Background: an optimization exercise with open tools, aiming at small area. Do not read the settings as production practice. Where RTL was checked, it was by simulation tests only, not by an equivalence proof against the original. Power and IR drop assume default switching activity.

oak:
## FinalProject
module FinalProject(answer, submit, clk, rst, redOut, greenOut, LCD_ON, LCD_RW, LCD_EN, LCD_RS, LCD_DATA);
export LEC_CHECK = 0
export CAP_MARGIN = 20
export CORE_MARGIN = 2
export CORE_UTILIZATION = 65
export SLEW_MARGIN = 20
create_clock -name core_clock -period 10.0 [get_ports {clk}]
standard.sh (not shown) runs the stock make flow with config.mk's settings and CLKGATE_MAP_FILE= SYNTH_SCRIPT=/design/flow/synth_recipe.tcl, a recipe that flattens the netlist after the stock synthesis.
==> flow/flow/run.sh <==
#!/bin/bash
# Own layout flow: the standard ORFS flow (standard.sh), with these
# changes: synthesis leaves adders to ABC (no half/full-adder cells) and maps
# the logic with an area-oriented ABC script (flow/abc_area.script, in a copy
# of ORFS's scripts folder); clock tree synthesis uses the options in
# flow/cts_args.txt (larger clusters, no dummy loads); the ports get the
# buffer cell named in flow/buffer_ports_args.txt.
set -euo pipefail
W=$PWD
rm -rf "$W/scr"
cp -r "$FLOW_HOME/scripts" "$W/scr"
cp "$W/flow/abc_area.script" "$W/scr/abc_area.script"
CTS="$(cat "$W/flow/cts_args.txt")"
EXTRA=()
if [[ -f "$W/flow/buffer_ports_args.txt" ]]; then EXTRA+=("BUFFER_PORTS_ARGS=$(cat "$W/flow/buffer_ports_args.txt")"); fi
bash "$W/standard.sh" SCRIPTS_DIR="$W/scr" ABC_AREA=1 ADDER_MAP_FILE= "CTS_ARGS=$CTS" "${EXTRA[@]}" finish > "$W/orfs_make.log" 2>&1
==> flow/flow/abc_area.script <==
strash
&get -n
&deepsyn -T 30
&dch
&nf -R 1000
&put
topo
==> flow/flow/buffer_ports_args.txt <==
-buffer_cell sky130_fd_sc_hd__buf_1
==> flow/flow/cts_args.txt <==
-sink_clustering_enable -repair_clock_nets -dont_use_dummy_load -buf_list sky130_fd_sc_hd__buf_6 -sink_clustering_size 20 -sink_clustering_max_diameter 50
oak ran to completion and came out clean on the timing, DRC and antenna checks.
For pine, these inputs were changed with respect to oak:
==> flow/flow/cts_args.txt <==
-sink_clustering_enable -repair_clock_nets -dont_use_dummy_load -buf_list sky130_fd_sc_hd__clkbuf_8 -sink_clustering_size 20 -sink_clustering_max_diameter 50
Results
- oak | status: complete | timing, DRC, antenna: pass
- pine went all the way through the flow, and no timing, DRC or antenna check failed.
- The global-route wire length before repair in pine was higher than what oak gave.
- Compared with oak, in pine average detailed-routed wire length per instance saw an increase, setup slack moved down, final instance area moved up, count of H-tree levels built during CTS saw little to no change, combinational power comparable.
- pine against oak: combinational fraction of design power about even; via count held; net switching component of the power rose by about 0.7%.
- Re first-iteration DRC count: pine and oak aren't equal, and the higher value belongs to pine.
- The higher layout overhead on the synthesized area of pine and oak is in pine.
#### Input delta (birch over pine)
diff --git a/flow/flow/run.sh b/flow/flow/run.sh
--- a/flow/flow/run.sh
+++ b/flow/flow/run.sh
@@ -6 +6 @@
-# flow/cts_args.txt (larger clusters, no dummy loads); the ports get the
+# flow/cts_args.txt (buf_6 clock buffers, no dummy loads); the ports get the
==> flow/flow/cts_args.txt <==
-sink_clustering_enable -repair_clock_nets -dont_use_dummy_load -buf_list sky130_fd_sc_hd__buf_6 -sink_clustering_size 20 -sink_clustering_max_diameter 50
==> comparison <==
On final worst setup slack: between pine and birch, it ends up higher for birch. Share of the synthesized area in compound gates (AO/OA/AOI/OAI): pine vs birch identical. On number of vias in the routed layout, pine and birch are basically level. Global-route wire length before repair (birch vs. pine) decreases slightly. From pine to birch the numbers moved as follows: clock-pin slew reported for the worst setup and hold paths after clock tree synthesis stayed essentially flat, power fell by 1.1%, register-to-register slack rose by 20 ps, data required time of the worst path fell by 40 ps.

Another version of the RTL of FinalProject (not shown whole).
Size in the first run: roughly 940 cells after synthesis, roughly 28 I/O pins, ~9400 µm² of cells after synthesis.
Settings: LEC_CHECK=0, CAP_MARGIN=20, CORE_MARGIN=2, CORE_UTILIZATION=40, SLEW_MARGIN=20; clock period 10.0 ns.
==> flow/flow/run.sh <==
#!/bin/bash
# Own layout flow: the standard ORFS flow (standard.sh), with two
# changes: synthesis maps the logic with an area-oriented ABC script
# (flow/abc_area.script, in a copy of ORFS's scripts folder), and clock tree
# synthesis uses fewer, larger clusters and no dummy loads.
set -euo pipefail
W=$PWD
rm -rf "$W/scr"
cp -r "$FLOW_HOME/scripts" "$W/scr"
cp "$W/flow/abc_area.script" "$W/scr/abc_area.script"
CTS="$(cat "$W/flow/cts_args.txt")"
bash "$W/standard.sh" SCRIPTS_DIR="$W/scr" ABC_AREA=1 "CTS_ARGS=$CTS" finish > "$W/orfs_make.log" 2>&1
==> flow/flow/cts_args.txt <==
-sink_clustering_enable -repair_clock_nets -dont_use_dummy_load -buf_list sky130_fd_sc_hd__clkbuf_8 -sink_clustering_size 20 -sink_clustering_max_diameter 60
Scripts as last shown in full above: flow/flow/abc_area.script
==> next run, changes <==
==> flow/run.sh (new file) <==
#!/bin/bash
# synth_recipe.tcl (not shown) runs the flow's synth.tcl, then flattens the netlist and writes it again
# the make line also repeats each setting of config.mk as NAME=value (left out here)
make -C /OpenROAD-flow-scripts/flow DESIGN_CONFIG=/design/flow/config.mk WORK_HOME=/design/flow/orfs CLKGATE_MAP_FILE= SYNTH_SCRIPT=/design/flow/synth_recipe.tcl finish
- CTS_BUF_LIST: default -> sky130_fd_sc_hd__clkbuf_4
removed: flow/flow/run.sh
removed: flow/flow/abc_area.script
removed: flow/flow/cts_args.txt
removed: flow/standard.sh
The new run completed with no timing, DRC or antenna violations.
Register-to-register slack gains 320 ps.
Sequential share of layout area came out lower by 5.4 points.
Clock skew came out lower by 13 ps.
Setup slack gains 9.4 ps.
Synthesized cell count came out higher by about 15%.
Count of clock-buffer cells in the layout came out higher by 65.
Global-route usage came out higher by 1.2 points.
Cell count came out higher by 14%.
Design area came out higher by about 12%.
Via count came out higher by 16%.
==> next run, changes <==
- CTS_BUF_LIST: sky130_fd_sc_hd__clkbuf_4 -> sky130_fd_sc_hd__clkbuf_8
- CTS_CLUSTER_SIZE: default -> 30
The changed run completed with no timing, DRC or antenna violations. Worst hold slack loses 3.3 ps. Power rose by a few percent. Sequential power stays flat. Sequential cell count does not change.
No functional check of the RTL was part of any run of this note.

[port drivers added, routing unchanged]
No port has a modelled driver above. Below, the same layouts with a new extraction and two added sets of constraints.
Step 1 (the two cells are an assumption about what drives the block):
set clk [get_ports {clk}]
set_driving_cell -lib_cell sky130_fd_sc_hd__clkbuf_16 $clk
set_driving_cell -lib_cell sky130_fd_sc_hd__buf_2 [delete_from_list [all_inputs] $clk]
Step 2 moves the port delays by t, midway between the first and last clock arrival at a register: inputs arrive t later, outputs are due t later. That takes back most of the time a late clock gives input paths.
Three values: no drivers, after step 1, after step 2; two values: the first two.
| run | t (ns) | slack for setup (ns) | worst slew at a driven data input, ns |
|---|---|---|---|
| oak | 0.459 | 4.242 / 4.242 / 4.242 | 0.05 |
| pine | 0.491 | 4.225 / 4.225 / 4.225 | 0.05 |
| birch | 0.459 | 4.242 / 4.242 / 4.242 | 0.05 |
| the first run of note 2 | 0.554 | 5.651 / 5.613 / 6.028 | 0.04 |
| the second run of note 2 | 0.665 | 5.660 / 5.620 / 6.285 | 0.04 |
| the third run of note 2 | 0.538 | 5.796 / 5.757 / 6.295 | 0.04 |
After both steps setup and hold are still met in every run listed.
